Source: an optimization exercise on an open RTL-to-GDS flow (aim: small area). Production flows keep margins and buffers that such runs may drop. RTL that was checked went through simulation tests only; none was proved equivalent to the original. No functional check of the RTL was part of run 2. Power is estimated from default activity; no workload was simulated.

==> flow/design.v <==
`timescale 1ns / 1ps
module ram(                       input               CLK_I                         ,
                                  input               RST_N_I                       ,
                                  input               WR_EN_I                       ,
                                  input  [7:0]        WR_ADDR_I                     ,
                                  input               RD_EN_I                       ,
                                  input  [7:0]        RD_ADDR_I                     ,
                                  input  [7:0]        DATA_IN_I                     ,
                                  output [7:0]        DATA_OUT_O                   );
reg [7:0] mem[255:0]                                                                ;
reg [7:0] data_out_r                                                                ;
reg [1:0] ram_state_machine                                                         ;
assign DATA_OUT_O                                     = data_out_r                  ;
integer i                                                                           ;
localparam                        IDLE_S              = 2'b00                       ,
                                  READ_S              = 2'b01                       ,
                                  WRITE_S             = 2'b10                       ;
always @(posedge CLK_I ) 
begin
  if(!RST_N_I)
  begin
    for(i=0;i<256; i= i +1)
    begin
      mem[i]                                          <= 0                          ;
    end
    data_out_r                                        <= 8'b0000_0000               ;
    ram_state_machine                                 <= IDLE_S                     ;
  end
  else
  begin
    case(ram_state_machine)
    IDLE_S :
    begin
      if(WR_EN_I)
      begin
        ram_state_machine                             <= WRITE_S                    ;
      end
      else
      begin
        if(RD_EN_I)
        begin
          ram_state_machine                           <= READ_S                     ;
        end
        else
        begin
          ram_state_machine                           <= IDLE_S                     ;
        end
      end
    end
    WRITE_S :
    begin
      mem[WR_ADDR_I]                                  <= DATA_IN_I                  ;
      ram_state_machine                               <= IDLE_S                     ;
    end
    READ_S :
    begin
      data_out_r                                      <= mem[RD_ADDR_I]             ;
      ram_state_machine                               <= IDLE_S                     ;
    end
    default : ram_state_machine                       <= IDLE_S                     ;
    endcase
  end  
end
endmodule
==> flow/run.sh <==
#!/bin/bash
# synth_recipe.tcl (not shown) runs the flow's synth.tcl, then flattens the netlist and writes it again
# the make line also repeats each setting of config.mk as NAME=value (left out here)
make -C /OpenROAD-flow-scripts/flow DESIGN_CONFIG=/design/flow/config.mk WORK_HOME=/design/flow/orfs CLKGATE_MAP_FILE= SYNTH_SCRIPT=/design/flow/synth_recipe.tcl finish
==> flow/config.mk <==
export PLATFORM = sky130hd
export DESIGN_NAME = ram
export DESIGN_NICKNAME = ram
export VERILOG_FILES = /design/flow/design.v
export SDC_FILE = /design/flow/constraint.sdc
export NUM_CORES = 4
export LEC_CHECK = 0
export CAP_MARGIN = 30
export CORE_MARGIN = 2
export CORE_UTILIZATION = 40
export SLEW_MARGIN = 30
==> flow/constraint.sdc <==
create_clock -name core_clock -period 8.0 [get_ports {CLK_I}]
set_input_delay 1.6000 -clock core_clock [delete_from_list [all_inputs] [get_ports {CLK_I}]]
set_output_delay 1.6000 -clock core_clock [all_outputs]
set_load 0.01 [all_outputs]
==> flow_summary.toml, run 1 <==
[clock_tree]
clock_tree.root_cell = "clkbuf_16"
cts_made_buffers = 216
clkTransAtPathRegs_ps = 60
insertion_delay_ps = 890
cts_tree = "yes"
cts_sinks = 2058
cts_resized = 0
postCtsSetupBuffers = 0
hold_buffers = 0
htree_levels = 4
clk_path_buf_depth = 3

[power]
power_frac_seq_pct = 51.9
switching_share_pct = 23.71
p_clk_share_pct = 41.0
powerDensity_nw_per_um2 = 223.9
power.static_leakage_nw = 43.57
switchingPower_mw = 5.614
internal_power_mw = 18.07
p_comb_share_pct = 7.1
irDropWorstVdd_mv = 0.1988

[setup_path]
start_kind = "input port"
critPathArrivalTime_ps = 5460
worstSetupPathType = "input port to flip-flop"
endpoint_kind = "flip-flop"
required_ps = 8800
critPathMaxFanout = 19

[synth]
syn_avg_cell_area_um2 = 14.16
ys_types = 80
netlist_area_um2 = 96960
synth_area_leaders = "edfxtp_1 (63%), and3_1 (12%), mux4_2 (9.2%), clkbuf_1 (2.9%), mux2i_1 (2.5%)"
synth_edf_count = 2048
yosysSeqAreaShare_pct = 63.63
yosysMostFrequentCell = "edfxtp_1"
synth_flop_cell = "edfxtp_1"
ys.warnings.count = 1
ys_seq_elements = 2058
synthTopCellsByCount = "edfxtp_1 (2,048), and3_1 (1,842), clkbuf_1 (740), nand2_1 (551), mux4_2 (394)"
synthesis.nets = 6876
async_reset_ff_share_pct = 0
netlist.area_leader.share_pct = 63.43
synthCells = 6848
synth_top_area_cell = "edfxtp_1"

[floorplanning]
die-area_um2 = 246400
start_util_pct = 40.27
core-area_um2 = 240800
die_h_um = 496.3
die_w_um = 496.3
rows = 180
ioPinCount = 36

[global_routing]
grt_overflow = 0
grt_start_max_net_pins = 213
grt_pass1_vias = 57470
grt_usage_pct = 23.57
grt_pass1_wl_um = 424000
antenna_found_initial = 23

[layout]
final_nets = 6394
fin_cells = 9727
area_delta_synth_final_pct = 9.088
fillers = 21000
drive_gt1_share_pct = 14.14

[run_status]
status = "complete, no violations"

[drt]
routed_wirelength_um = 294500
via_per_inst = 6.165
vias = 59970
drt_iter0_markers = 8438
drt_pass1_iterations = 6
drc = 0
ant_nets = 0
avgRoutedWirePerCell_um = 30.28

[sta]
tns_ps = 0
slew_violations = 0
timing.final.crit_period_ps = 4668
fin_skew_ps = 58.87
finalHoldViolCount = 0
max_freq_ghz = 0.2142
slew_headroom_pct = 19.72
period_share_pct = 58.35
setup_viol = 0
tightestPinTransition_ps = 1193
rsz0062_at_grt = "no"

[placed_design]
place_congestion = 0.8707
dp_hpwl_um = 173700
portBuffers = 35
dp.cells = 9329

[min_path]
hp-class = "flip-flop to flip-flop"

[flow_run]
maxCapViolCount = 0
-- flip-flops by register name (all words and copies together) (netlist names) --
signal             flops
mem                 2048
data_out_r             8
ram_state_machine      2
-- worst max-delay path: stages --
cell and delay [ps]:
clkdlybuf4s50_1 1030, or3b_2 610, nor2_1 370, a221oi_1 750
nand4_1 480, or3_1 490, o211ai_1 100
-- power groups by stage --
stage	logic [mW]	registers [mW]	clock network (mW)
global route	1.74	12.3	10.2
CTS	1.67	12.3	9.78
detailed placement	1.67	12.5	0
floorplan	1.03	12.5	0
finish	1.68	12.3	9.71
global placement	1.65	12.5	0
-- cell families (layout without fill, tap and decap cells) --
logic type	after synthesis	count (layout)	synth area share (%)
AO/OA/AOI/OAI	373	373	2.760
buffers and inverters	896	584	4.470
flip-flops	2058	2058	63.63
other	0	6	0
multiplexers	674	674	12.41
AND/OR/NAND/NOR	2847	2847	16.72
-- metal layers --
layer / GRT usage, % / share of wire [%] / up-vias
met5: 0 / 0.046 / -
met4: 8.254 / 3.6 / 20
met2: 36.61 / 47 / 3101
met1: 33.04 / 40 / 30970
met3: 4.677 / 9.6 / 506
li1: - / - / 25370
-- layout make-up --
type                       instances  area, µm²  share of cell area [%]
tap                             3185       3985                   3.768
clock inverter                   105      968.4                  0.9156
inverter                           3      16.27                 0.01538
clock buffer                     283       5728                   5.415
sequential                      2058      61700                   58.33
timing repair buffer             193       2123                   2.007
multi-input combinational       3894      31240                   29.53
antenna                            6      15.01                 0.01420
-- final timing paths --
| path | from | endpoint | slack [ps] | cells past startpoint |
|---|---|---|---|---|
| max | RD_ADDR_I[3] | data_out_r[1] | 3330 | 7 |
| min | ram_state_machine[0] | ram_state_machine[1] | 590 | 1 |
| max reg2reg | ram_state_machine[0] | mem[108][4] | 4700 | 5 |
| min reg2reg | ram_state_machine[0] | ram_state_machine[1] | 590 | 1 |
-- cell usage in the layout (no fill, tap or decap), types with 45 or more instances in the layout --
cell	synthesis	final
clkinv_1	0	47
and2_1	216	215
clkbuf_16	0	217
o21ai_0	50	46
edfxtp_1	2048	2048
a22oi_1	45	45
o22ai_1	88	88
and3_1	1842	1842
nor2_1	79	54
buf_4	25	114
nand2_1	551	550
mux4_2	394	394
clkbuf_1	740	61
mux2i_1	245	245
-- metrics by stage --
stage	instance area, µm²	power [mW]	util (%)	hold WS [ps]	worst slack, ps
finish	105800	23.68	43.93	589.0	3332
global route	105800	24.24	43.93	625.2	3401
CTS	105700	23.73	43.90	585.8	3665
detailed placement	98990	14.18	41.12	580.2	2728
global placement	98960	14.15	41.10	566.0	2200
floorplan	96960	13.49	-	501.2	4203
==> run 2, diff against run 1 <==
==> flow/design.v (replaced) <==
`timescale 1ns / 1ps
module ram(
  input        CLK_I,
  input        RST_N_I,
  input        WR_EN_I,
  input  [7:0] WR_ADDR_I,
  input        RD_EN_I,
  input  [7:0] RD_ADDR_I,
  input  [7:0] DATA_IN_I,
  output [7:0] DATA_OUT_O
);
reg       wr_q;    
reg       rd_q;    
reg [7:0] data_out_r;
reg [7:0] mem [0:255];
assign DATA_OUT_O = data_out_r;
wire idle = ~wr_q & ~rd_q;
always @(posedge CLK_I) begin
  wr_q <= RST_N_I & idle & WR_EN_I;
  rd_q <= RST_N_I & idle & ~WR_EN_I & RD_EN_I;
end
wire [7:0]  wdata = DATA_IN_I & {8{RST_N_I}};
wire [15:0] wlo_n, whi_n;    
genvar i, w, b;
generate
  for (i = 0; i < 16; i = i + 1) begin : g_wdec
    assign wlo_n[i] = ~(~RST_N_I | (wr_q & (WR_ADDR_I[3:0] == i)));
    assign whi_n[i] = ~(~RST_N_I | (WR_ADDR_I[7:4] == i));
  end
  for (w = 0; w < 256; w = w + 1) begin : g_word
    wire we = ~(wlo_n[w % 16] | whi_n[w / 16]);
    always @(posedge CLK_I)
      if (we) mem[w] <= wdata;
  end
endgenerate
wire [15:0] lsel, hsel;
reg  [7:0]  grp [0:15];
reg  [7:0]  rdata;
integer k, j;
genvar r;
generate
  for (r = 0; r < 16; r = r + 1) begin : g_rsel
    assign lsel[r] = (RD_ADDR_I[3:0] == r);
    assign hsel[r] = RST_N_I & (RD_ADDR_I[7:4] == r);
  end
endgenerate
always @* begin
  rdata = 8'd0;
  for (j = 0; j < 16; j = j + 1) begin
    grp[j] = 8'd0;
    for (k = 0; k < 16; k = k + 1)
      grp[j] = grp[j] | (mem[16*j+k] & {8{lsel[k]}});
    rdata = rdata | (grp[j] & {8{hsel[j]}});
  end
end
always @(posedge CLK_I)
  if (~RST_N_I | rd_q)
    data_out_r <= rdata;
endmodule
--- a/flow/config.mk
+++ b/flow/config.mk
@@ -8,4 +8,7 @@
 export CAP_MARGIN = 30
 export CORE_MARGIN = 2
-export CORE_UTILIZATION = 40
+export CORE_UTILIZATION = 50
+export CTS_BUF_LIST = sky130_fd_sc_hd__clkbuf_16
+export CTS_CLUSTER_DIAMETER = 60
+export CTS_CLUSTER_SIZE = 30
 export SLEW_MARGIN = 30
==> flow_summary.toml, run 2 <==
[synth]
synthesis.nets = 4225
synth_edf_count = 2056
ys.warnings.count = 3
netlist.area_leader.share_pct = 81.67
syn_avg_cell_area_um2 = 18.01
synthCells = 4197
yosysMostFrequentCell = "edfxtp_1"
synth_area_leaders = "edfxtp_1 (82%), a22oi_1 (7.3%), nor2_1 (1.5%), nand4_1 (1.2%), clkbuf_1 (1.0%)"
async_reset_ff_share_pct = 0
yosysSeqAreaShare_pct = 81.72
netlist_area_um2 = 75600
synthTopCellsByCount = "edfxtp_1 (2,056), a22oi_1 (731), nor2_1 (299), clkbuf_1 (203), nand4_1 (151)"
synth_flop_cell = "edfxtp_1"
ys_seq_elements = 2058
synth_top_area_cell = "edfxtp_1"
ys_types = 46

[setup_path]
reg2reg_depth = 6
critPathMaxFanout = 89
endpoint_kind = "flip-flop"
worstSetupPathType = "input port to flip-flop"
required_ps = 8560
critPathArrivalTime_ps = 5650
start_kind = "input port"

[clock_tree]
clock_tree.root_cell = "clkbuf_16"
cts_tree = "yes"
clkTransAtPathRegs_ps = 90
clk_path_buf_depth = 3
insertion_delay_ps = 820
htree_levels = 4
cts_resized = 0
cts_made_buffers = 134
postCtsSetupBuffers = 0
hold_buffers = 0
cts_sinks = 2058

[floorplanning]
core-area_um2 = 150000
start_util_pct = 50.41
die_h_um = 392.8
rows = 142
ioPinCount = 36
die-area_um2 = 154300
die_w_um = 392.8

[layout]
regMostFlops = "mem"
drive_gt1_share_pct = 11.09
largest_reg_flops = 2048
regArea_um2 = 61780
final_common_cell = "edfxtp_1"
final_nets = 4225
final_cell_mix = "edfxtp_1 (2,056), a22oi_1 (731), nor2_1 (267)"
multi_input_area_um2 = 13130
area_delta_synth_final_pct = 10.46
largestRegisters = "mem x2048, data_out_r x8"
fillers = 11490
design_area_um2 = 83500

[sta]
timing.final.crit_period_ps = 5088
setup_viol = 0
fin_skew_ps = 36.56
slew_violations = 0
slew_headroom_pct = 20.39
tightestPinTransition_ps = 1194
fin_ws_ps = 2912
max_freq_ghz = 0.1965
rsz0062_at_grt = "no"
period_share_pct = 63.61
tns_ps = 0
finalHoldViolCount = 0

[placed_design]
dpl_cell_area_um2 = 78790
place_congestion = 0.8681
dp_hpwl_um = 125600
portBuffers = 35
pre_cts_ws_ps = 2106

[power]
powerDensity_nw_per_um2 = 252.0
p_total_mw = 21.05
irDropWorstVdd_mv = 0.2534
power.static_leakage_nw = 27.23

[drt]
avgRoutedWirePerCell_um = 33.69
routed_wirelength_um = 213100
ant_nets = 0
drt_iter0_markers = 6178
vias = 42560
drc = 0
via_per_inst = 6.729
drt_pass1_iterations = 8

[global_routing]
grt_pass1_vias = 40070
antenna_found_initial = 14
grt_start_max_net_pins = 213
grt_overflow = 0
grt_usage_pct = 27.60
grt_pass1_wl_um = 302000

[min_path]
hp-class = "flip-flop to flip-flop"
whs_path_depth = 1

[flow_run]
maxCapViolCount = 0

[run_status]
status = "complete, no violations"
==> run 2: worst max-delay path, stage by stage <==
cell	delay [ps]
buf_2	720
and4b_4	490
buf_12	350
a22o_1	260
a221oi_1	380
o221ai_1	260
o21ai_0	510
nand4_1	410
or4_1	600
==> run 2: final timing paths <==
| kind | start | to | slack [ps] |
|---|---|---|---|
| min | wr_q | wr_q | 580 |
| min reg2reg | wr_q | wr_q | 580 |
| max | RD_ADDR_I[2] | data_out_r[1] | 2910 |
| max reg2reg | mem[134][7] | data_out_r[7] | 4900 |
==> run 2: area by class of cell <==
type | count | share of cell area, %
diodes | 5 | 0.01498
clock buffers | 137 | 4.106
clock inverters | 105 | 1.235
inverters | 7 | 0.03446
multi-input cells | 1852 | 15.73
flip-flops and latches | 2058 | 73.99
well taps | 2016 | 3.021
repair buffers | 144 | 1.875
==> run 2: logic make-up (layout without fill, tap and decap cells) <==
| family | after synthesis | count (layout) | synth area share, % |
|---|---|---|---|
| buf+inv | 287 | 393 | 1.511 |
| other cells | 0 | 5 | 0 |
| compound gates | 1175 | 1175 | 11.78 |
| mux | 66 | 66 | 0.9782 |
| flops | 2058 | 2058 | 81.72 |
| simple gates | 611 | 611 | 4.005 |
==> run 2: metrics by stage <==
step                      util [%]  cells  hold WS [ps]
after floorplan                  -   4197         473.8
after global placement       52.39   6058         543.8
after detailed placement     52.54   6068         550.7
after CTS                    55.52   6310         559.6
after global routing         55.68   6319         602.7
final                        55.68   6324         584.2
==> run 2: per-layer routing <==
layer / track usage [%] / routed length, µm
met5: 0 / 101
met4: 8.359 / 6317
met3: 5.613 / 21760
met2: 42.24 / 98550
met1: 40.18 / 86330
==> run 2: report_power, final <==
group	leakage (nW)	switching (mW)	internal (mW)
sequential	20.5	0.114	12.4
clock	2.20	3.84	3.46
combinational	4.49	0.970	0.250
==> run 3, diff against run 2 <==
--- a/flow/design.v
+++ b/flow/design.v
@@ -20,14 +20,9 @@
   rd_q <= RST_N_I & idle & ~WR_EN_I & RD_EN_I;
 end
-wire [7:0]  wdata = DATA_IN_I & {8{RST_N_I}};
-wire [15:0] wlo_n, whi_n;    
-genvar i, w, b;
+wire [7:0] wdata = DATA_IN_I & {8{RST_N_I}};
+genvar w;
 generate
-  for (i = 0; i < 16; i = i + 1) begin : g_wdec
-    assign wlo_n[i] = ~(~RST_N_I | (wr_q & (WR_ADDR_I[3:0] == i)));
-    assign whi_n[i] = ~(~RST_N_I | (WR_ADDR_I[7:4] == i));
-  end
   for (w = 0; w < 256; w = w + 1) begin : g_word
-    wire we = ~(wlo_n[w % 16] | whi_n[w / 16]);
+    wire we = ~RST_N_I | (wr_q & (WR_ADDR_I == w));
     always @(posedge CLK_I)
       if (we) mem[w] <= wdata;
--- a/flow/config.mk
+++ b/flow/config.mk
@@ -8,7 +8,4 @@
 export CAP_MARGIN = 30
 export CORE_MARGIN = 2
-export CORE_UTILIZATION = 50
-export CTS_BUF_LIST = sky130_fd_sc_hd__clkbuf_16
-export CTS_CLUSTER_DIAMETER = 60
-export CTS_CLUSTER_SIZE = 30
+export CORE_UTILIZATION = 40
 export SLEW_MARGIN = 30
==> flow_summary.toml, run 3 <==
[min_path]
min_from = "wr_q"
hp-class = "flip-flop to flip-flop"
whs_endpoint = "wr_q"
whs_path_depth = 1

[placed_design]
portBuffers = 35
place_congestion = 0.8639
dpl_cell_area_um2 = 81010
dp_hpwl_um = 130700

[setup_path]
reg2reg_depth = 7
endpoint_kind = "flip-flop"
critPathArrivalTime_ps = 5680
r2r_setup_slack_ps = 4520
r2r-end = "data_out_r[6]"
start_kind = "input port"
r2r-start = "mem[230][6]"
critPathMaxFanout = 48
required_ps = 8590
worstSetupPathType = "input port to flip-flop"

[layout]
largest_reg_flops = 2048
largestRegisters = "mem x2048, data_out_r x8"
regMostFlops = "mem"
fillers = 15890
regArea_um2 = 61780
final_cell_mix = "edfxtp_1 (2,056), a22oi_1 (613), o21ai_0 (277)"
design_area_um2 = 87580
final_nets = 4438
final_common_cell = "edfxtp_1"
area_delta_synth_final_pct = 14.65
drive_gt1_share_pct = 14.75
multi_input_area_um2 = 13580

[global_routing]
grt_usage_pct = 22.60
grt_pass1_wl_um = 316000
grt_start_max_net_pins = 201
grt_pass1_vias = 42730
grt_overflow = 0
antenna_found_initial = 11

[clock_tree]
clock_tree.root_cell = "clkbuf_16"
clk_path_buf_depth = 3
cts_resized = 0
htree_levels = 4
insertion_delay_ps = 850
postCtsSetupBuffers = 0
hold_buffers = 0
cts_tree = "yes"
cts_made_buffers = 202
clkTransAtPathRegs_ps = 60
cts_sinks = 2058

[synth]
synth_flop_cell = "edfxtp_1"
synth_top_area_cell = "edfxtp_1"
synthTopCellsByCount = "edfxtp_1 (2,056), a22oi_1 (613), o21ai_0 (364), clkbuf_1 (203), nand3_1 (135)"
ys_types = 54
yosysMostFrequentCell = "edfxtp_1"
syn_avg_cell_area_um2 = 18.15
synthesis.nets = 4236
async_reset_ff_share_pct = 0
netlist.area_leader.share_pct = 80.82
ys_seq_elements = 2058
synth_area_leaders = "edfxtp_1 (81%), a22oi_1 (6.0%), o21ai_0 (2.4%), a221oi_2 (1.1%), clkbuf_1 (1.0%)"
synth_edf_count = 2056
synthCells = 4208
netlist_area_um2 = 76390
ys.warnings.count = 3
yosysSeqAreaShare_pct = 80.87

[sta]
tightestPinTransition_ps = 1121
period_share_pct = 63.65
timing.final.crit_period_ps = 5092
fin_skew_ps = 45.32
slew_headroom_pct = 25.20
rsz0062_at_grt = "no"
finalHoldViolCount = 0
tns_ps = 0
slew_violations = 0
setup_viol = 0
max_freq_ghz = 0.1964

[drt]
drc = 0
ant_nets = 0
avgRoutedWirePerCell_um = 31.28
via_per_inst = 6.185
vias = 43890
routed_wirelength_um = 221900
drt_pass1_iterations = 8
drt_iter0_markers = 6853

[floorplanning]
die_h_um = 441.0
rows = 160
ioPinCount = 36
core-area_um2 = 190000
start_util_pct = 40.21
die-area_um2 = 194500
die_w_um = 441.0

[power]
irDropWorstVdd_mv = 0.2261
p_clk_share_pct = 39.1
p_comb_share_pct = 5.4
switching_share_pct = 22.33
powerDensity_nw_per_um2 = 268.9
power_frac_seq_pct = 55.5
switchingPower_mw = 5.260
power.static_leakage_nw = 28.19
internal_power_mw = 18.29

[run_status]
status = "complete, no violations"

[flow_run]
maxCapViolCount = 0
run 3: cell types whose count changed in the layout (fill, tap and decap cells not counted), moves of 43 or more:
cell / delta
nor2_1: -247
buf_4: +173
o21ai_0: +154
a22oi_1: -118
o21ai_1: +83
clkbuf_16: +66
nand3_1: +64
mux2_2: -60
mux2i_1: +59
o2bb2ai_1: +57
a221oi_2: +56
nand4_1: -56
clkbuf_1: +43
run 3: worst max-delay path by stage:
stage | slack, ps | from | to | cells after the start
global route | 2850 | RD_ADDR_I[1] | data_out_r[0] | 10
CTS | 3000 | RD_ADDR_I[1] | data_out_r[0] | 10
floorplan | 1550 | RST_N_I | mem[0][3] | 4
finish | 2910 | RD_ADDR_I[1] | data_out_r[0] | 10
global placement | 1870 | RD_ADDR_I[2] | data_out_r[2] | 9
detailed placement | 2090 | RD_ADDR_I[1] | data_out_r[0] | 10
run 3: cell type report:
| class | instances | share of cell area [%] |
|---|---|---|
| Antenna cell | 7 | 0.02000 |
| Tap cell | 2511 | 3.587 |
| Inverter | 1 | 0.004286 |
| Clock inverter | 125 | 1.323 |
| Multi-Input combinational cell | 1840 | 15.50 |
| Sequential cell | 2058 | 70.54 |
| Timing Repair Buffer | 307 | 3.039 |
| Clock buffer | 246 | 5.985 |
run 3: cells by family after synthesis:
kind of cell           count (synthesis)  share of synthesized area (%)
buffers and inverters                310                          1.751
flip-flops                          2058                          80.87
AO/OA/AOI/OAI                       1411                          13.82
AND/OR/NAND/NOR                      364                          2.698
multiplexers                          65                         0.8566
run 3: worst max-delay path, stage by stage:
cell and delay [ps]:
buf_2 520, buf_16 250, and4b_4 390, buf_4 400, a22o_1 350, a221oi_2 170
o221ai_1 190, o21ai_0 650, nand4_1 470, or4_1 600
run 3: stage by stage:
step | util (%) | setup slack (ps) | hold slack (ps) | power [mW] | std cells
after detailed placement | 42.64 | 2086 | 557.1 | 14.56 | 6713
after CTS | 46.01 | 3000 | 575.4 | 23.66 | 7084
final | 46.10 | 2908 | 563.6 | 23.55 | 7095
after global routing | 46.09 | 2854 | 594.5 | 24.22 | 7088
after global placement | 42.58 | 1866 | 548.8 | 14.51 | 6710
after floorplan | - | 1549 | 466.4 | 13.91 | 4208
run 3: power by group through the flow:
| stage | logic [mW] | registers [mW] | clock network [mW] |
|---|---|---|---|
| 2_1_floorplan | 0.653 | 13.3 | 0 |
| 3_3_place_gp | 1.24 | 13.3 | 0 |
| 3_5_place_dp | 1.26 | 13.3 | 0 |
| 4_1_cts | 1.27 | 13.1 | 9.31 |
| 5_1_grt | 1.35 | 13.1 | 9.72 |
| 6_report | 1.28 | 13.1 | 9.20 |
run 3: layer usage:
layer	wire, µm	GRT usage [%]
met4	8279	8.340
met2	103400	35.58
met1	87860	31.42
met3	22310	4.106
met5	11	0
==> run 4, diff against run 3 <==
==> flow/design.v (replaced) <==
`timescale 1ns / 1ps
module ram(
  input        CLK_I,
  input        RST_N_I,
  input        WR_EN_I,
  input  [7:0] WR_ADDR_I,
  input        RD_EN_I,
  input  [7:0] RD_ADDR_I,
  input  [7:0] DATA_IN_I,
  output [7:0] DATA_OUT_O
);
reg       wr_q;    
reg       rd_q;    
reg [7:0] data_out_r;
reg [7:0] mem [0:255];
assign DATA_OUT_O = data_out_r;
wire idle = ~wr_q & ~rd_q;
always @(posedge CLK_I) begin
  wr_q <= RST_N_I & idle & WR_EN_I;
  rd_q <= RST_N_I & idle & ~WR_EN_I & RD_EN_I;
end
wire [7:0]  wdata = DATA_IN_I & {8{RST_N_I}};
wire [15:0] wlo_n, whi_n;    
genvar i, w, b;
generate
  for (i = 0; i < 16; i = i + 1) begin : g_wdec
    assign wlo_n[i] = ~(~RST_N_I | (wr_q & (WR_ADDR_I[3:0] == i)));
    assign whi_n[i] = ~(~RST_N_I | (WR_ADDR_I[7:4] == i));
  end
  for (w = 0; w < 256; w = w + 1) begin : g_word
    wire we;
    rd_nor2 u_we (.a(wlo_n[w % 16]), .b(whi_n[w / 16]), .y(we));
    always @(posedge CLK_I)
      if (we) mem[w] <= wdata;
  end
endgenerate
wire [15:0] lsel;            
wire [15:0] hsel_n;          
generate
  for (i = 0; i < 16; i = i + 1) begin : g_rdec
    assign lsel[i]   = (RD_ADDR_I[3:0] == i);
    assign hsel_n[i] = ~(RST_N_I & (RD_ADDR_I[7:4] == i));
  end
endgenerate
wire [7:0] rdata;
generate
  for (b = 0; b < 8; b = b + 1) begin : g_bit
    wire [15:0] gn;          
    for (i = 0; i < 16; i = i + 1) begin : g_grp
      wire [15:0] d;
      for (w = 0; w < 16; w = w + 1) begin : g_d
        assign d[w] = mem[16*i + w][b];
      end
      rd_grp16 u_grp (.d(d), .sel(lsel), .y_n(gn[i]));
    end
    rd_out16 u_out (.g_n(gn), .sel_n(hsel_n), .y(rdata[b]));
  end
endgenerate
always @(posedge CLK_I)
  if (~RST_N_I | rd_q)
    data_out_r <= rdata;
endmodule
module rd_aoi3(input [2:0] a, input [2:0] s, output y_n);
assign y_n = ~|(a & s);
endmodule
module rd_nand3(input a, input b, input c, output y);
assign y = ~(a & b & c);
endmodule
module rd_nand2(input a, input b, output y);
assign y = ~(a & b);
endmodule
module rd_nor2(input a, input b, output y);
assign y = ~(a | b);
endmodule
module rd_grp16(
  input  [15:0] d,
  input  [15:0] sel,
  output        y_n
);
wire [5:0] t_n;
wire [1:0] u;
rd_aoi3  u0 (.a(d[2:0]),   .s(sel[2:0]),   .y_n(t_n[0]));
rd_aoi3  u1 (.a(d[5:3]),   .s(sel[5:3]),   .y_n(t_n[1]));
rd_aoi3  u2 (.a(d[8:6]),   .s(sel[8:6]),   .y_n(t_n[2]));
rd_aoi3  u3 (.a(d[11:9]),  .s(sel[11:9]),  .y_n(t_n[3]));
rd_aoi3  u4 (.a(d[14:12]), .s(sel[14:12]), .y_n(t_n[4]));
rd_nand2 u5 (.a(d[15]), .b(sel[15]), .y(t_n[5]));
rd_nand3 u6 (.a(t_n[0]), .b(t_n[1]), .c(t_n[2]), .y(u[0]));
rd_nand3 u7 (.a(t_n[3]), .b(t_n[4]), .c(t_n[5]), .y(u[1]));
rd_nor2  u8 (.a(u[0]), .b(u[1]), .y(y_n));
endmodule
module rd_oai22(input [1:0] a, input [1:0] s, output y);
assign y = ~((a[0] | s[0]) & (a[1] | s[1]));
endmodule
module rd_nor4(input [3:0] a, output y);
assign y = ~|a;
endmodule
module rd_out16(
  input  [15:0] g_n,
  input  [15:0] sel_n,
  output        y
);
wire [7:0] t;
wire [1:0] u_n;
genvar k;
generate
  for (k = 0; k < 8; k = k + 1) begin : g_t
    rd_oai22 u_t (.a(g_n[2*k+1:2*k]), .s(sel_n[2*k+1:2*k]), .y(t[k]));
  end
endgenerate
rd_nor4  u0 (.a(t[3:0]), .y(u_n[0]));
rd_nor4  u1 (.a(t[7:4]), .y(u_n[1]));
rd_nand2 u2 (.a(u_n[0]), .b(u_n[1]), .y(y));
endmodule
--- a/flow/config.mk
+++ b/flow/config.mk
@@ -8,4 +8,9 @@
 export CAP_MARGIN = 30
 export CORE_MARGIN = 2
-export CORE_UTILIZATION = 40
+export CORE_UTILIZATION = 50
+export CTS_BUF_LIST = sky130_fd_sc_hd__clkbuf_16
+export CTS_CLUSTER_DIAMETER = 60
+export CTS_CLUSTER_SIZE = 30
 export SLEW_MARGIN = 30
+export SYNTH_HIERARCHICAL = 1
+export SYNTH_MINIMUM_KEEP_SIZE = 0
==> flow_summary.toml, run 4 <==
[synth]
yosysMostFrequentCell = "edfxtp_1"
yosysSeqAreaShare_pct = 85.00
ys_types = 29
synth_area_leaders = "edfxtp_1 (85%), a222oi_1 (8.8%), nor2_1 (2.0%), nand3_1 (1.8%), nand2_1 (0.79%)"
synth_edf_count = 2056
synth_top_area_cell = "edfxtp_1"
syn_avg_cell_area_um2 = 19.83
netlist_area_um2 = 72680
synth_flop_cell = "edfxtp_1"
synth-simple-area-share_pct = 5.242
synthTopCellsByCount = "edfxtp_1 (2,056), a222oi_1 (640), nor2_1 (396), nand3_1 (262), nand2_1 (152)"
synth_compound_area_share_pct = 9.680
synthesis.nets = 3693
synth_mux_area_share_pct = 0
synthAdderAreaFrac_pct = 0
ys.warnings.count = 8
synthCells = 3665
synth_xor_area_share_pct = 0
netlist.area_leader.share_pct = 84.95
async_reset_ff_share_pct = 0
synth_top_family_by_area = "compound AO/OA/AOI/OAI gates"
ys_seq_elements = 2058

[power]
power.static_leakage_nw = 27.00
irDropWorstVdd_mv = 0.2296
powerDensity_nw_per_um2 = 259.1

[placed_design]
pre_cts_ws_ps = 2152
dp_hpwl_um = 110100
place_congestion = 0.8539
dpl_cell_area_um2 = 76590
portBuffers = 35

[layout]
largest_reg_flops = 2048
drive_gt1_share_pct = 9.002
design_area_um2 = 81260
regArea_um2 = 61780
regMostFlops = "mem"
largestRegisters = "mem x2048, data_out_r x8"
multi_input_area_um2 = 11130
fillers = 10770
final_common_cell = "edfxtp_1"
final_cell_mix = "edfxtp_1 (2,056), a222oi_1 (640), nor2_1 (386)"
final_nets = 3934
area_delta_synth_final_pct = 11.82

[floorplanning]
core-area_um2 = 144000
die-area_um2 = 148400
die_h_um = 385.3
start_util_pct = 50.47
ioPinCount = 36
rows = 139
die_w_um = 385.3

[sta]
rsz0062_at_grt = "no"
tightestPinTransition_ps = 1109
fin_ws_ps = 2898
finalHoldViolCount = 0
setup_viol = 0
slew_violations = 0
max_freq_ghz = 0.1960
timing.final.crit_period_ps = 5102
period_share_pct = 63.77
fin_skew_ps = 38.90
slew_headroom_pct = 26.04
tns_ps = 0

[flow_run]
maxCapViolCount = 0

[setup_path]
endpoint_kind = "flip-flop"
worstSetupPathDepth = 11
required_ps = 8520
worstSetupPathType = "input port to flip-flop"
slowest_stage = "clkdlybuf4s50_1"
reg2reg_depth = 6
critPathMaxFanout = 36
start_kind = "input port"
cp_cell_sequence = "clkdlybuf4s50_1, nand2b_1, nor2_4, buf_16, buf_4, a222oi_1, nand3_1, nor2_1, o22ai_1, nor4_2, nand2_1"
critPathArrivalTime_ps = 5620
cp_num_buf_inv = 3
path_delay_family = "simple AND/OR/NAND/NOR gates"
cpPeakStageDelay_ps = 780

[min_path]
whs_path_depth = 1
hp-class = "flip-flop to flip-flop"

[clock_tree]
clock_tree.root_cell = "clkbuf_16"
insertion_delay_ps = 780
cts_tree = "yes"
postCtsSetupBuffers = 0
cts_sinks = 2058
hold_buffers = 0
htree_levels = 4
clkTransAtPathRegs_ps = 90
cts_resized = 0
clk_path_buf_depth = 3
cts_made_buffers = 134

[global_routing]
grt_start_max_net_pins = 214
grt_pass1_vias = 37600
grt_usage_pct = 26.20
grt_pass1_wl_um = 277500
grt_overflow = 0
antenna_found_initial = 7

[run_status]
status = "complete, no violations"

[drt]
drc = 0
avgRoutedWirePerCell_um = 33.11
vias = 40300
drt_iter0_markers = 8073
drt_pass1_iterations = 14
ant_nets = 0
via_per_inst = 6.812
routed_wirelength_um = 195900
run 4: cell count changes after synthesis, moves of 64 or more:
cell / change
a22oi_1: -613
a222oi_1: +569
nor2_1: +375
o21ai_0: -364
clkbuf_1: -203
nand3_1: +127
nand2_1: +115
nand4_1: -95
a22o_1: -73
a221oi_1: -71
buf_2: -64
run 4: per-module statistics from Yosys (local to each module, per instance), a selection:
module / area (µm²) / flip-flops and latches / times used
rd_nor2: 3.754 / 0 / 384
rd_aoi3: 10.01 / 0 / 640
rd_oai22: 6.256 / 0 / 64
rd_nor4: 12.51 / 0 / 16
rd_nand2: 3.754 / 0 / 136
ram: 62440 / 2058 / 1
rd_nand3: 5.005 / 0 / 256
run 4: routing by layer:
layer,wire length (µm),GRT usage (%),vias up
met5,28,0,-
li1,-,-,16850
met2,88580,38.66,2452
met3,23190,5.282,254
met4,5256,7.335,6
met1,78810,39.90,20730
run 4: power breakdown:
group	total [mW]	switching [mW]	internal, mW
clock	7.39	3.74	3.65
sequential	12.5	0.115	12.4
combinational	1.14	0.918	0.218
run 4: cells by family (layout without fill, tap and decap cells):
group / after synthesis / after routing
flip-flops: 2058 / 2058
buffers and inverters: 8 / 353
AO/OA/AOI/OAI: 736 / 736
AND/OR/NAND/NOR: 863 / 863
other: 0 / 2
run 4: worst paths after layout:
check                           slack [ps]          from            end
worst max-delay path                  2900  RD_ADDR_I[2]  data_out_r[6]
worst min register to register         620          wr_q           wr_q
worst max register to register        5180     mem[0][6]  data_out_r[6]
worst min-delay path                   620          wr_q           wr_q
run 4: area by class of cell:
class	instances	area share [%]
tap	1903	2.930
timing repair buffer	112	1.700
antenna	2	0.006159
clock inverter	102	1.386
multi-input combinational	1599	13.70
inverter	1	0.004619
sequential	2058	76.02
clock buffer	138	4.249
run 4: through the flow:
stage                     power [mW]  hold slack [ps]  std cells  util (%)
final                          21.05            615.1       5915     56.43
after CTS                      21.16            611.6       5910     56.37
after detailed placement       13.90            593.9       5670     53.19
after floorplan                13.34            508.2       3665         -
after global routing           21.63            664.6       5913     56.43
after global placement         13.87            598.2       5667     53.09
==> run 5, diff against run 4 <==
--- a/flow/config.mk
+++ b/flow/config.mk
@@ -9,7 +9,7 @@
 export CORE_MARGIN = 2
 export CORE_UTILIZATION = 50
-export CTS_BUF_LIST = sky130_fd_sc_hd__clkbuf_16
-export CTS_CLUSTER_DIAMETER = 60
-export CTS_CLUSTER_SIZE = 30
+export CTS_BUF_LIST = sky130_fd_sc_hd__clkbuf_8
+export CTS_CLUSTER_DIAMETER = 45
+export CTS_CLUSTER_SIZE = 18
 export SLEW_MARGIN = 30
 export SYNTH_HIERARCHICAL = 1
==> flow_summary.toml, run 5 <==
[drt]
avgRoutedWirePerCell_um = 32.79
drc = 0
vias = 40660
routed_wirelength_um = 197000
drt_pass1_iterations = 15
ant_nets = 0
via_per_inst = 6.769
drt_iter0_markers = 8364

[clock_tree]
insertion_delay_ps = 980
htree_levels = 4
clk_path_buf_depth = 3
cts_sinks = 2058
clkTransAtPathRegs_ps = 90
clock_tree.root_cell = "clkbuf_8"
hold_buffers = 0
postCtsSetupBuffers = 0
cts_resized = 0
cts_made_buffers = 177
cts_tree = "yes"

[sta]
fin_skew_ps = 79.47
finalHoldViolCount = 0
max_freq_ghz = 0.2034
timing.final.crit_period_ps = 4917
fin_ws_ps = 3083
slew_headroom_pct = 28.02
tns_ps = 0
rsz0062_at_grt = "no"
period_share_pct = 61.47
tightestPinTransition_ps = 1080
setup_viol = 0
slew_violations = 0
holdWs_ps = 632.6

[power]
power_frac_seq_pct = 61.5
powerDensity_nw_per_um2 = 251.9
p_clk_share_pct = 32.9
irDropWorstVdd_mv = 0.1218
switching_share_pct = 23.83
power.static_leakage_nw = 26.80
p_comb_share_pct = 5.6
switchingPower_mw = 4.851
internal_power_mw = 15.50

[placed_design]
portBuffers = 35
pre_cts_ws_ps = 2152
dpl_cell_area_um2 = 76590
dp_hpwl_um = 110100
place_congestion = 0.8539

[floorplanning]
start_util_pct = 50.47
ioPinCount = 36
die_h_um = 385.3
die-area_um2 = 148400
die_w_um = 385.3
rows = 139
core-area_um2 = 144000

[synth]
async_reset_ff_share_pct = 0
syn_avg_cell_area_um2 = 19.83
yosysMostFrequentCell = "edfxtp_1"
yosysSeqAreaShare_pct = 85.00
netlist_area_um2 = 72680
synth_top_area_cell = "edfxtp_1"
synthTopCellsByCount = "edfxtp_1 (2,056), a222oi_1 (640), nor2_1 (396), nand3_1 (262), nand2_1 (152)"
synth_edf_count = 2056
ys.warnings.count = 8
synthCells = 3665
netlist.area_leader.share_pct = 84.95
ys_seq_elements = 2058
synth_area_leaders = "edfxtp_1 (85%), a222oi_1 (8.8%), nor2_1 (2.0%), nand3_1 (1.8%), nand2_1 (0.79%)"
synth_flop_cell = "edfxtp_1"
ys_types = 29
synthesis.nets = 3693

[layout]
final_nets = 3978
largest_reg_flops = 2048
final_common_cell = "edfxtp_1"
design_area_um2 = 80800
fin_util_pct = 56.11
largestRegisters = "mem x2048, data_out_r x8"
drive_gt1_share_pct = 11.09
area_delta_synth_final_pct = 11.17
final_cell_mix = "edfxtp_1 (2,056), a222oi_1 (640), nor2_1 (386)"
regMostFlops = "mem"

[setup_path]
critPathArrivalTime_ps = 5620
r2r_setup_slack_ps = 5170
worstSetupPathType = "input port to flip-flop"
endpoint_kind = "flip-flop"
required_ps = 8700
critPathMaxFanout = 36
start_kind = "input port"

[global_routing]
grt_overflow = 0
antenna_found_initial = 5
grt-busiest-layer = "met1"
grt_usage_pct = 26.30
grt_pass1_vias = 37900
use_met3_pct = 5.597
grt_start_max_net_pins = 214
met1_usage_pct = 39.91
grt_pass1_wl_um = 278400
gr-usage-met2_pct = 38.72

[min_path]
hp-class = "flip-flop to flip-flop"

[run_status]
status = "complete, no violations"

[flow_run]
maxCapViolCount = 0
run 5: cell counts after synthesis:
Identical to the previous run, type by type.
run 5: stage by stage:
| step | instances | power, mW |
|---|---|---|
| after global placement | 5667 | 13.87 |
| after floorplan | 3665 | 13.34 |
| after CTS | 6000 | 20.46 |
| after detailed placement | 5670 | 13.90 |
| after global routing | 6005 | 20.94 |
| final | 6007 | 20.35 |
run 5: per-layer routing:
layer	up-vias	share of wire (%)
li1	16940	-
met1	20950	41
met2	2497	45
met3	275	12
met4	6	2.7
met5	-	0.012
run 5: cell families (layout without fill, tap and decap cells):
| logic type | Yosys count | after routing | share of synthesized area, % |
|---|---|---|---|
| compound gates | 736 | 736 | 9.680 |
| buf+inv | 8 | 444 | 0.07229 |
| other cells | 0 | 3 | 0 |
| simple gates | 863 | 863 | 5.242 |
| flops | 2058 | 2058 | 85.00 |
run 5: Yosys stat by module (local to each module, per instance), excerpt:
module    area, µm²  flops+latches  cells  times used
rd_nand3      5.005              0      1         256
ram           62440           2058   2169           1
rd_nand2      3.754              0      1         136
rd_nor4       12.51              0      1          16
rd_oai22      6.256              0      1          64
rd_nor2       3.754              0      1         384
run 5: power by group through the flow:
stage / registers [mW] / logic (mW) / clock network, mW
final: 12.5 / 1.14 / 6.69
after global routing: 12.6 / 1.21 / 7.18
after CTS: 12.5 / 1.13 / 6.80
after detailed placement: 12.8 / 1.13 / 0
after global placement: 12.8 / 1.11 / 0
after floorplan: 12.8 / 0.571 / 0
run 5: worst max-delay path: stages:
cell and delay (ps):
clkdlybuf4s50_1 780, nand2b_1 450, nor2_4 210, buf_16 220
buf_4 280, a222oi_1 490, nand3_1 180, nor2_1 200
o22ai_1 300, nor4_2 730, nand2_1 120
run 5: layout make-up:
class / count / area, µm²
antenna: 3 / 7.507
clock buffer: 179 / 2464
clock inverter: 151 / 1618
fill: 10890 / 63210
inverter: 1 / 3.754
multi-input combinational: 1599 / 11130
sequential: 2058 / 61780
tap: 1903 / 2381
timing repair buffer: 113 / 1409
run 5: worst paths after layout:
check | from | endpoint | depth (start not counted)
max reg2reg | wr_q | mem[56][5] | 3
min | wr_q | wr_q | 1
min reg2reg | wr_q | wr_q | 1
max | RD_ADDR_I[2] | data_out_r[6] | 11
==> run 6, diff against run 5 <==
==> flow/flow/run.sh (new file) <==
#!/bin/bash
set -e -o pipefail
cp standard.sh standard.sh.log.copy 2>/dev/null || true
export CTS_ARGS="-sink_clustering_enable -repair_clock_nets -sink_clustering_size 18 -sink_clustering_max_diameter 45 -buf_list sky130_fd_sc_hd__clkbuf_8 -dont_use_dummy_load"
bash standard.sh > standard.log 2>&1
==> flow/standard.sh (new file) <==
#!/bin/bash
# synth_recipe.tcl (not shown) runs the flow's synth.tcl, then flattens the netlist and writes it again
# the make line also repeats each setting of config.mk as NAME=value (left out here)
make -C /OpenROAD-flow-scripts/flow DESIGN_CONFIG=/design/flow/config.mk WORK_HOME=/design/flow/orfs CLKGATE_MAP_FILE= SYNTH_SCRIPT=/design/flow/synth_recipe.tcl "${@:-finish}"
removed: flow/run.sh
==> flow_summary.toml, run 6 <==
[layout]
fin_util_pct = 54.96
regMostFlops = "mem"
final_nets = 3978
area_delta_synth_final_pct = 8.904
design_area_um2 = 79150
regArea_um2 = 61780
final_cell_mix = "edfxtp_1 (2,056), a222oi_1 (640), nor2_1 (386)"
fillers = 11000
final_common_cell = "edfxtp_1"
multi_input_area_um2 = 11130
drive_gt1_share_pct = 8.080
largestRegisters = "mem x2048, data_out_r x8"
largest_reg_flops = 2048

[sta]
max_freq_ghz = 0.2002
rsz0062_at_grt = "no"
tns_ps = 0
tightestPinTransition_ps = 1048
period_share_pct = 62.44
setup_viol = 0
timing.final.crit_period_ps = 4995
slew_headroom_pct = 30.11
finalHoldViolCount = 0
fin_ws_ps = 3005
slew_violations = 0
fin_skew_ps = 138.1

[floorplanning]
ioPinCount = 36
core-area_um2 = 144000
die_w_um = 385.3
die_h_um = 385.3
start_util_pct = 50.47
die-area_um2 = 148400
rows = 139

[synth]
yosysMostFrequentCell = "edfxtp_1"
synth-simple-area-share_pct = 5.242
synth_mux_area_share_pct = 0
yosysSeqAreaShare_pct = 85.00
synth_top_family_by_area = "compound AO/OA/AOI/OAI gates"
synthTopCellsByCount = "edfxtp_1 (2,056), a222oi_1 (640), nor2_1 (396), nand3_1 (262), nand2_1 (152)"
synthesis.nets = 3693
syn_avg_cell_area_um2 = 19.83
synth_edf_count = 2056
synth_compound_area_share_pct = 9.680
synth_top_area_cell = "edfxtp_1"
synthAdderAreaFrac_pct = 0
ys.warnings.count = 8
synth_area_leaders = "edfxtp_1 (85%), a222oi_1 (8.8%), nor2_1 (2.0%), nand3_1 (1.8%), nand2_1 (0.79%)"
netlist_area_um2 = 72680
synth_xor_area_share_pct = 0
ys_types = 29
synthCells = 3665
async_reset_ff_share_pct = 0
synth_flop_cell = "edfxtp_1"
ys_seq_elements = 2058
netlist.area_leader.share_pct = 84.95

[drt]
drt_pass1_iterations = 14
routed_wirelength_um = 195800
via_per_inst = 6.863
drc = 0
avgRoutedWirePerCell_um = 33.44
ant_nets = 0
vias = 40170
drt_iter0_markers = 8076

[global_routing]
met1_usage_pct = 39.65
grt_pass1_wl_um = 277100
grt-busiest-layer = "met1"
grt_pass1_vias = 37670
grt_usage_pct = 26.19
antenna_found_initial = 6
gr-usage-met2_pct = 38.53
grt_start_max_net_pins = 214
grt_overflow = 0
use_met3_pct = 5.685

[setup_path]
endpoint_kind = "flip-flop"
critPathArrivalTime_ps = 5630
start_kind = "input port"
critPathMaxFanout = 36
required_ps = 8640
worstSetupPathType = "input port to flip-flop"

[clock_tree]
clkTransAtPathRegs_ps = 70
cts_tree = "yes"
hold_buffers = 0
insertion_delay_ps = 950
cts_sinks = 2058
postCtsSetupBuffers = 0
clock_tree.root_cell = "clkbuf_8"
htree_levels = 4
cts_made_buffers = 177
cts_resized = 0
clk_path_buf_depth = 3

[placed_design]
place_congestion = 0.8539
dpl_cell_area_um2 = 76590
dp_hpwl_um = 110100
portBuffers = 35
pre_cts_ws_ps = 2152

[power]
power.static_leakage_nw = 26.03
irDropWorstVdd_mv = 0.1109
powerDensity_nw_per_um2 = 237.2

[min_path]
hp-class = "flip-flop to flip-flop"

[flow_run]
maxCapViolCount = 0

[run_status]
status = "complete, no violations"
-- run 6: cell counts after synthesis --
No cell type changed its count.
-- run 6: metrics by stage --
stage / instances / total power, mW / hold slack [ps]
after CTS: 5847 / 18.86 / 608.0
after detailed placement: 5670 / 13.90 / 593.9
after floorplan: 3665 / 13.34 / 508.2
after global placement: 5667 / 13.87 / 598.2
final: 5853 / 18.77 / 621.3
after global routing: 5852 / 19.32 / 656.8
-- run 6: per-module statistics from Yosys (local to each module, per instance), a selection --
module,flops+latches,copies in the design
rd_nand2,0,136
rd_aoi3,0,640
rd_oai22,0,64
ram,2058,1
rd_nor2,0,384
rd_nand3,0,256
rd_nor4,0,16
-- run 6: cell families (layout without fill, tap and decap cells) --
kind of cell | after synthesis | count (layout)
simple gates | 863 | 863
other cells | 0 | 2
flops | 2058 | 2058
buf+inv | 8 | 291
compound gates | 736 | 736
-- run 6: cell type report --
cell class | instances | share of cell area [%]
antenna | 2 | 0.006323
clock buffer | 177 | 3.078
inverter | 1 | 0.004742
multi-input combinational | 1599 | 14.07
sequential | 2058 | 78.06
tap | 1903 | 3.008
timing repair buffer | 113 | 1.780
-- run 6: worst max-delay path, stage by stage --
cell and delay (ps):
clkdlybuf4s50_1 780, nand2b_1 450, nor2_4 220, buf_16 220
buf_4 280, a222oi_1 500, nand3_1 180, nor2_1 200
o22ai_1 290, nor4_2 720, nand2_1 130
-- run 6: routing by layer --
| metal | vias to the layer above | wire [µm] |
|---|---|---|
| li1 | 16740 | - |
| met1 | 20620 | 78750 |
| met2 | 2531 | 88380 |
| met3 | 276 | 23360 |
| met4 | 6 | 5238 |
| met5 | - | 28 |
-- run 6: power breakdown --
group          switching (mW)  total (mW)  internal (mW)
Sequential              0.115        12.5           12.4
Clock                    3.14        5.11           1.97
Combinational           0.918        1.14          0.219
-- run 6: path summary, 6_finish.rpt --
| check | from | endpoint | slack (ps) | depth (start not counted) |
|---|---|---|---|---|
| min | wr_q | wr_q | 620 | 1 |
| min reg2reg | wr_q | wr_q | 620 | 1 |
| max reg2reg | wr_q | mem[152][6] | 5200 | 3 |
| max | RD_ADDR_I[2] | data_out_r[6] | 3000 | 11 |
==> run 7, diff against run 6 <==
==> flow/flow/run.sh (replaced) <==
#!/bin/bash
set -e -o pipefail
export CTS_ARGS="-sink_clustering_enable -repair_clock_nets -sink_clustering_size 18 -sink_clustering_max_diameter 45 -buf_list sky130_fd_sc_hd__clkbuf_8 -dont_use_dummy_load"
bash standard.sh > standard.log 2>&1
--- a/flow/config.mk
+++ b/flow/config.mk
@@ -6,5 +6,5 @@
 export NUM_CORES = 4
 export LEC_CHECK = 0
-export CAP_MARGIN = 30
+export CAP_MARGIN = 20
 export CORE_MARGIN = 2
 export CORE_UTILIZATION = 50
@@ -12,5 +12,5 @@
 export CTS_CLUSTER_DIAMETER = 45
 export CTS_CLUSTER_SIZE = 18
-export SLEW_MARGIN = 30
+export SLEW_MARGIN = 20
 export SYNTH_HIERARCHICAL = 1
 export SYNTH_MINIMUM_KEEP_SIZE = 0
==> flow_summary.toml, run 7 <==
[layout]
final_common_cell = "edfxtp_1"
drive_gt1_share_pct = 7.889
largestRegisters = "mem x2048, data_out_r x8"
fin_util_pct = 54.81
regMostFlops = "mem"
design_area_um2 = 78930
final_cell_mix = "edfxtp_1 (2,056), a222oi_1 (640), nor2_1 (387)"
area_delta_synth_final_pct = 8.603
largest_reg_flops = 2048
final_nets = 3972

[power]
power_frac_seq_pct = 66.7
p_comb_share_pct = 6.0
switchingPower_mw = 4.173
internal_power_mw = 14.60
p_clk_share_pct = 27.3
power.static_leakage_nw = 25.92
irDropWorstVdd_mv = 0.1082
switching_share_pct = 22.22
p_total_mw = 18.78
powerDensity_nw_per_um2 = 237.9

[sta]
holdWs_ps = 620.2
finalHoldViolCount = 0
period_share_pct = 64.00
setup_viol = 0
tns_ps = 0
tightestPinTransition_ps = 1177
slew_violations = 0
max_freq_ghz = 0.1953
timing.final.crit_period_ps = 5120
rsz0062_at_grt = "no"
slew_headroom_pct = 21.52
fin_skew_ps = 91.07

[synth]
synth_compound_area_share_pct = 9.680
async_reset_ff_share_pct = 0
yosysMostFrequentCell = "edfxtp_1"
syn_avg_cell_area_um2 = 19.83
synth-simple-area-share_pct = 5.242
synthTopCellsByCount = "edfxtp_1 (2,056), a222oi_1 (640), nor2_1 (396), nand3_1 (262), nand2_1 (152)"
synthCells = 3665
synth_area_leaders = "edfxtp_1 (85%), a222oi_1 (8.8%), nor2_1 (2.0%), nand3_1 (1.8%), nand2_1 (0.79%)"
synth_xor_area_share_pct = 0
synthesis.nets = 3693
ys.warnings.count = 8
synth_edf_count = 2056
synth_top_family_by_area = "compound AO/OA/AOI/OAI gates"
netlist_area_um2 = 72680
ys_types = 29
yosysSeqAreaShare_pct = 85.00
synth_top_area_cell = "edfxtp_1"
synth_flop_cell = "edfxtp_1"
netlist.area_leader.share_pct = 84.95
synthAdderAreaFrac_pct = 0
synth_mux_area_share_pct = 0
ys_seq_elements = 2058

[min_path]
hp-class = "flip-flop to flip-flop"

[clock_tree]
hold_buffers = 0
cts_resized = 0
htree_levels = 4
cts_made_buffers = 178
clkTransAtPathRegs_ps = 90
cts_sinks = 2058
insertion_delay_ps = 940
postCtsSetupBuffers = 0
clock_tree.root_cell = "clkbuf_8"
cts_tree = "yes"
clk_path_buf_depth = 3

[setup_path]
endpoint_kind = "flip-flop"
slowest_stage = "nor2_4"
cp_cell_sequence = "clkdlybuf4s50_1, nand2_1, nor2_4, buf_4, a222oi_1, nand3_1, nor2_1, o22ai_1, nor4_2, nand2_1"
worstSetupPathType = "input port to flip-flop"
cp_num_buf_inv = 2
critPathMaxFanout = 36
cpPeakStageDelay_ps = 960
critPathArrivalTime_ps = 5910
path_delay_family = "simple AND/OR/NAND/NOR gates"
crit_path_frequent_cell = "nand2_1"
required_ps = 8790
start_kind = "input port"

[drt]
ant_nets = 0
vias = 40200
avgRoutedWirePerCell_um = 33.46
drc = 0
via_per_inst = 6.870
routed_wirelength_um = 195800
drt_iter0_markers = 8553
drt_pass1_iterations = 15

[floorplanning]
start_util_pct = 50.47
die_w_um = 385.3
die-area_um2 = 148400
die_h_um = 385.3
ioPinCount = 36
core-area_um2 = 144000
rows = 139

[global_routing]
grt_start_max_net_pins = 214
grt_usage_pct = 26.20
grt_pass1_wl_um = 277900
grt_pass1_vias = 37950
grt_overflow = 0
antenna_found_initial = 2

[placed_design]
place_congestion = 0.8539
dp_hpwl_um = 109400
portBuffers = 35
dpl_cell_area_um2 = 76460

[run_status]
status = "complete, no violations"

[flow_run]
maxCapViolCount = 0
## run 7: cell count changes in the layout (fill, tap and decap cells not counted), moves of 2 or more
cell	delta
buf_16	-6
diode_2	+5
o21a_2	+2
o21a_4	-2
o31a_2	+3
o31a_4	-3
## run 7: cells by family after synthesis
family,after synthesis
and+or+nand+nor,863
DFF,2058
buffers and inverters,8
AOI/OAI and AO/OA,736
## run 7: worst paths after layout
path              slack (ps)             to  cells past startpoint    startpoint
hold / removal           620           wr_q                      1          wr_q
hold reg to reg          620           wr_q                      1          wr_q
setup / recovery        2880  data_out_r[6]                     10  RD_ADDR_I[0]
setup reg to reg        5150  data_out_r[6]                      6     mem[0][6]
## run 7: metal layers
layer / track usage, % / up-vias / part of all wire [%]
li1: - / 16750 / -
met1: 39.87 / 20600 / 40
met2: 38.77 / 2584 / 45
met3: 5.299 / 272 / 12
met4: 7.162 / 0 / 2.4
met5: 0 / - / 0
## run 7: through the flow
| step | instances | setup slack, ps |
|---|---|---|
| final | 5852 | 2880 |
| after floorplan | 3665 | 266.5 |
| after detailed placement | 5667 | 2118 |
| after CTS | 5845 | 3151 |
| after global placement | 5667 | 2162 |
| after global routing | 5846 | 2865 |
## run 7: worst register-to-register path, cell delays in order, from the launching register on
cell and delay [ps]:
edfxtp_1 360, a222oi_1 640, nand3_1 220, nor2_1 260, o22ai_1 260, nor4_2 760
nand2_1 130
## run 7: cell type report
class                      instances  area (µm²)
fill                           11070       65070
sequential                      2058       61780
multi-input combinational       1599       11070
clock buffer                     178        2450
tap                             1903        2381
timing repair buffer             106        1225
antenna                            7       17.52
inverter                           1       3.754
## run 7: power by group through the flow
stage               clock network [mW]  registers (mW)  logic [mW]
floorplan                            0            12.8       0.571
finish                            5.12            12.5        1.12
global route                      5.58            12.6        1.19
global placement                     0            12.8        1.11
CTS                               5.22            12.5        1.12
detailed placement                   0            12.8        1.12
## run 7: per-module statistics from Yosys, one instance, submodules excluded, a selection
module,cells,cell area (µm²),times used,flip-flops and latches
rd_oai22,1,6.256,64,0
ram,2169,62440,1,2058
rd_aoi3,1,10.01,640,0
rd_nor4,1,12.51,16,0
rd_nand2,1,3.754,136,0
rd_nor2,1,3.754,384,0
rd_nand3,1,5.005,256,0
==> run 8, diff against run 7 <==
==> flow/flow/run.sh (replaced) <==
#!/bin/bash
set -e -o pipefail
export CTS_ARGS="-sink_clustering_enable -repair_clock_nets -sink_clustering_size 10 -sink_clustering_max_diameter 35 -buf_list sky130_fd_sc_hd__clkbuf_4 -dont_use_dummy_load"
export BUFFER_PORTS_ARGS="-buffer_cell sky130_fd_sc_hd__buf_1"
bash standard.sh > standard.log 2>&1
==> flow/config.mk (replaced) <==
export PLATFORM = sky130hd
export DESIGN_NAME = ram
export DESIGN_NICKNAME = ram
export VERILOG_FILES = /design/flow/design.v
export SDC_FILE = /design/flow/constraint.sdc
export NUM_CORES = 4
export LEC_CHECK = 0
export CAP_MARGIN = 30
export CORE_MARGIN = 2
export CORE_UTILIZATION = 50
export CTS_BUF_LIST = sky130_fd_sc_hd__clkbuf_4
export CTS_CLUSTER_DIAMETER = 35
export CTS_CLUSTER_SIZE = 10
export SLEW_MARGIN = 30
export SYNTH_HIERARCHICAL = 1
export SYNTH_MINIMUM_KEEP_SIZE = 0
==> flow_summary.toml, run 8 <==
[sta]
rsz0062_at_grt = "no"
timing.final.crit_period_ps = 4310
slew_violations = 0
fin_skew_ps = 113.7
tns_ps = 0
period_share_pct = 53.87
setup_viol = 0
finalHoldViolCount = 0
max_freq_ghz = 0.2320
tightestPinTransition_ps = 995.2
slew_headroom_pct = 33.49

[clock_tree]
clk_path_buf_depth = 4
htree_levels = 5
clock_tree.root_cell = "clkbuf_4"
cts_made_buffers = 312
cts_tree = "yes"
insertion_delay_ps = 1300
clkTransAtPathRegs_ps = 60
cts_resized = 0
postCtsSetupBuffers = 0
hold_buffers = 0
cts_sinks = 2058

[setup_path]
critPathArrivalTime_ps = 5260
path_delay_family = "simple AND/OR/NAND/NOR gates"
crit_path_frequent_cell = "buf_4"
cp_cell_sequence = "buf_1, nand2b_1, nor2_4, buf_4, buf_4, a222oi_1, nand3_1, nor2_1, o22ai_1, nor4_2, nand2_1"
required_ps = 8950
slowest_stage = "nor4_2"
cp_num_buf_inv = 3
critPathMaxFanout = 49
start_kind = "input port"
cpPeakStageDelay_ps = 570
worstSetupPathType = "input port to flip-flop"
endpoint_kind = "flip-flop"

[synth]
synth_edf_count = 2056
synth_compound_area_share_pct = 9.680
netlist_area_um2 = 72680
synth_flop_cell = "edfxtp_1"
yosysSeqAreaShare_pct = 85.00
synth_mux_area_share_pct = 0
syn_avg_cell_area_um2 = 19.83
synth_top_family_by_area = "compound AO/OA/AOI/OAI gates"
yosysMostFrequentCell = "edfxtp_1"
synth_xor_area_share_pct = 0
synth_top_area_cell = "edfxtp_1"
synth-simple-area-share_pct = 5.242
synth_area_leaders = "edfxtp_1 (85%), a222oi_1 (8.8%), nor2_1 (2.0%), nand3_1 (1.8%), nand2_1 (0.79%)"
netlist.area_leader.share_pct = 84.95
async_reset_ff_share_pct = 0
ys_seq_elements = 2058
synthCells = 3665
synthAdderAreaFrac_pct = 0
ys.warnings.count = 8
synthTopCellsByCount = "edfxtp_1 (2,056), a222oi_1 (640), nor2_1 (396), nand3_1 (262), nand2_1 (152)"
ys_types = 29
synthesis.nets = 3693

[floorplanning]
rows = 139
die-area_um2 = 148400
die_w_um = 385.3
start_util_pct = 50.47
ioPinCount = 36
core-area_um2 = 144000
die_h_um = 385.3

[global_routing]
grt_overflow = 0
grt_start_max_net_pins = 217
grt_usage_pct = 26.00
grt_pass1_vias = 39120
antenna_found_initial = 9
grt_pass1_wl_um = 277100

[placed_design]
portBuffers = 35
dp_hpwl_um = 108400
place_congestion = 0.8498
dp.cells = 5666
dpl_cell_area_um2 = 76220

[layout]
largestRegisters = "mem x2048, data_out_r x8"
fillers = 11130
regMostFlops = "mem"
final_cell_mix = "edfxtp_1 (2,056), a222oi_1 (640), nor2_1 (387)"
fin_cells = 5993
drive_gt1_share_pct = 11.08
fin_util_pct = 54.68
final_nets = 4110
multi_input_area_um2 = 11170
regArea_um2 = 61780
design_area_um2 = 78740
largest_reg_flops = 2048
area_delta_synth_final_pct = 8.336
final_common_cell = "edfxtp_1"

[drt]
avgRoutedWirePerCell_um = 32.40
via_per_inst = 6.806
ant_nets = 0
drc = 0
vias = 40790
routed_wirelength_um = 194200
drt_iter0_markers = 7101
drt_pass1_iterations = 13

[power]
irDropWorstVdd_mv = 0.1190
power.static_leakage_nw = 26.06
p_total_mw = 18.68
powerDensity_nw_per_um2 = 237.2

[min_path]
hp-class = "flip-flop to flip-flop"

[flow_run]
maxCapViolCount = 0

[run_status]
status = "complete, no violations"
## run 8: layout make-up
type / instances / share of cell area (%)
Antenna cell: 10 / 0.03178
Timing Repair Buffer: 110 / 1.319
Multi-Input combinational cell: 1599 / 14.18
Inverter: 1 / 0.004767
Tap cell: 1903 / 3.024
Sequential cell: 2058 / 78.46
Clock buffer: 312 / 2.975
## run 8: cells by family after synthesis
logic type             count (synthesis)
AO/OA/AOI/OAI                        736
buffers and inverters                  8
AND/OR/NAND/NOR                      863
flip-flops                          2058
## run 8: where the power goes
part / internal, mW / total (mW) / switching [mW] / leakage [nW]
Sequential: 12.4 / 12.5 / 0.119 / 20.5
Clock: 1.80 / 5.03 / 3.24 / 1.44
Combinational: 0.201 / 1.11 / 0.911 / 4.08
## run 8: metal layers
| layer | GRT usage, % | vias up | routed length [µm] |
|---|---|---|---|
| met4 | 7.847 | 10 | 5256 |
| met5 | 0 | - | 54 |
| met2 | 39.24 | 2522 | 89570 |
| met1 | 38.29 | 20740 | 76460 |
| li1 | - | 17170 | - |
| met3 | 5.615 | 345 | 22830 |
## run 8: through the flow
step	setup WS, ps	hold WS, ps
after floorplan	266.5	508.2
after global placement	2499	568.0
after detailed placement	2511	572.7
after CTS	3835	490.8
after global routing	3689	526.5
final	3690	584.1
## run 8: path summary, 6_finish.rpt
check,from,end,slack (ps),cells past startpoint
setup reg to reg,wr_q,mem[88][1],5370,4
setup / recovery,RD_ADDR_I[1],data_out_r[1],3690,11
hold reg to reg,wr_q,wr_q,580,1
hold / removal,wr_q,wr_q,580,1
## run 8: per-module statistics from Yosys, one instance, submodules excluded, a selection
module	cell area, µm²	times used	flip-flops and latches
rd_oai22	6.256	64	0
ram	62440	1	2058
rd_aoi3	10.01	640	0
rd_nand3	5.005	256	0
rd_nor4	12.51	16	0
rd_nand2	3.754	136	0
rd_nor2	3.754	384	0
==> run 9, diff against run 8 <==
--- a/flow/config.mk
+++ b/flow/config.mk
@@ -6,5 +6,5 @@
 export NUM_CORES = 4
 export LEC_CHECK = 0
-export CAP_MARGIN = 30
+export CAP_MARGIN = 20
 export CORE_MARGIN = 2
 export CORE_UTILIZATION = 50
@@ -12,5 +12,5 @@
 export CTS_CLUSTER_DIAMETER = 35
 export CTS_CLUSTER_SIZE = 10
-export SLEW_MARGIN = 30
+export SLEW_MARGIN = 20
 export SYNTH_HIERARCHICAL = 1
 export SYNTH_MINIMUM_KEEP_SIZE = 0
==> flow_summary.toml, run 9 <==
[run_status]
status = "complete, no violations"

[floorplanning]
die-area_um2 = 148400
rows = 139
die_h_um = 385.3

[synth]
syn_avg_cell_area_um2 = 19.83
synthesis.nets = 3693
ys_seq_elements = 2058
synth_area_leaders = "edfxtp_1 (85%), a222oi_1 (8.8%), nor2_1 (2.0%), nand3_1 (1.8%), nand2_1 (0.79%)"
async_reset_ff_share_pct = 0
netlist.area_leader.share_pct = 84.95
netlist_area_um2 = 72680
synth_flop_cell = "edfxtp_1"
ys.warnings.count = 8

[power]
power.static_leakage_nw = 25.95
power_frac_seq_pct = 67.0
switchingPower_mw = 4.282
switching_share_pct = 22.90
p_comb_share_pct = 5.9
p_clk_share_pct = 27.1

[drt]
via_per_inst = 6.835
ant_nets = 0
routed_wirelength_um = 194600
drt_pass1_iterations = 13
avgRoutedWirePerCell_um = 32.51

[sta]
slew_headroom_pct = 20.21
timing.final.crit_period_ps = 4277
fin_skew_ps = 110.5
period_share_pct = 53.46
finalHoldViolCount = 0
max_freq_ghz = 0.2338
slew_violations = 0
tns_ps = 0
setup_viol = 0
rsz0062_at_grt = "no"

[setup_path]
cpPeakStageDelay_ps = 600
worstSetupPathDepth = 11
slowest_stage = "nor4_2"
cp_num_buf_inv = 3
worstSetupPathType = "input port to flip-flop"
reg2reg_depth = 3
cp_cell_sequence = "buf_1, nand2b_1, nor2_4, buf_4, buf_4, a222oi_1, nand3_1, nor2_1, o22ai_1, nor4_2, nand2_1"
crit_path_frequent_cell = "buf_4"
critPathArrivalTime_ps = 5310
start_kind = "input port"
r2r-end = "mem[64][0]"
endpoint_kind = "flip-flop"
critPathMaxFanout = 49

[layout]
final_common_cell = "edfxtp_1"
area_delta_synth_final_pct = 7.980
largest_reg_flops = 2048
regMostFlops = "mem"
final_cell_mix = "edfxtp_1 (2,056), a222oi_1 (640), nor2_1 (387)"
drive_gt1_share_pct = 10.99

[placed_design]
dp.cells = 5663
place_congestion = 0.8498
dp_hpwl_um = 107900

[clock_tree]
postCtsSetupBuffers = 0
cts_made_buffers = 315
hold_buffers = 0
clock_tree.root_cell = "clkbuf_4"
cts_sinks = 2058
clkTransAtPathRegs_ps = 70
clk_path_buf_depth = 4
cts_tree = "yes"

[min_path]
min_from = "WR_EN_I"
whs_endpoint = "rd_q"
hp-class = "input port to flip-flop"

[global_routing]
grt_usage_pct = 26.03
grt_start_max_net_pins = 217
grt_pass1_vias = 39200

[flow_run]
maxCapViolCount = 0
-- run 9: per-stage QoR --
stage / cell area [µm²] / total power [mW] / setup slack, ps / utilization [%]
4_1_cts: 78430 / 18.82 / 3859 / 54.46
3_5_place_dp: 76060 / 13.87 / 2466 / 52.82
2_1_floorplan: 72710 / 13.34 / 266.5 / -
6_report: 78480 / 18.70 / 3723 / 54.50
3_3_place_gp: 76060 / 13.85 / 2499 / 52.82
5_1_grt: 78470 / 19.33 / 3682 / 54.49
-- run 9: metal layers --
metal  GRT usage (%)  up-vias  share of wire [%]
li1                -    17160                  -
met1           38.01    21020                 40
met2           39.30     2399                 46
met3           6.057      347                 11
met4           7.861        6                2.6
met5               0        -              0.017
-- run 9: worst max path at each step --
stage | start | end | slack, ps
CTS | RD_ADDR_I[1] | data_out_r[1] | 3860
global placement | RD_ADDR_I[1] | data_out_r[1] | 2500
detailed placement | RD_ADDR_I[1] | data_out_r[1] | 2470
floorplan | RD_ADDR_I[0] | data_out_r[0] | 270
finish | RD_ADDR_I[1] | data_out_r[1] | 3720
global route | RD_ADDR_I[0] | data_out_r[3] | 3680
-- run 9: final cells by class --
class | instances | area (µm²)
Inverter | 1 | 3.754
Tap cell | 1903 | 2381
Multi-Input combinational cell | 1599 | 11080
Timing Repair Buffer | 103 | 849.6
Clock buffer | 315 | 2365
Sequential cell | 2058 | 61780
Antenna cell | 9 | 22.52
Fill cell | 11230 | 65530
-- run 9: kinds of logic after synthesis --
logic type | share of synthesized area (%)
buffers and inverters | 0.07229
AO/OA/AOI/OAI | 9.680
flip-flops | 85.00
AND/OR/NAND/NOR | 5.242
-- run 9: power groups by stage --
stage | sequential [mW] | clock, mW | combinational [mW]
2_1_floorplan | 12.8 | 0 | 0.571
3_3_place_gp | 12.8 | 0 | 1.08
3_5_place_dp | 12.8 | 0 | 1.09
4_1_cts | 12.5 | 5.19 | 1.09
5_1_grt | 12.6 | 5.60 | 1.16
6_report | 12.5 | 5.07 | 1.10
-- run 9: Yosys stat by module, one instance, submodules excluded, a selection --
module,cell area [µm²],cells inside,flops+latches,copies in the design
rd_nor4,12.51,1,0,16
rd_nand3,5.005,1,0,256
rd_nand2,3.754,1,0,136
rd_nor2,3.754,1,0,384
ram,62440,2169,2058,1
rd_oai22,6.256,1,0,64
rd_aoi3,10.01,1,0,640

Check on run 9: ideal ports give 3.723 ns setup slack; a clkbuf_16 on the clock port and buf_2 on the inputs give 3.769 ns; moving port delays by the midpoint clock arrival (1.329 ns) as well gives 2.440 ns.
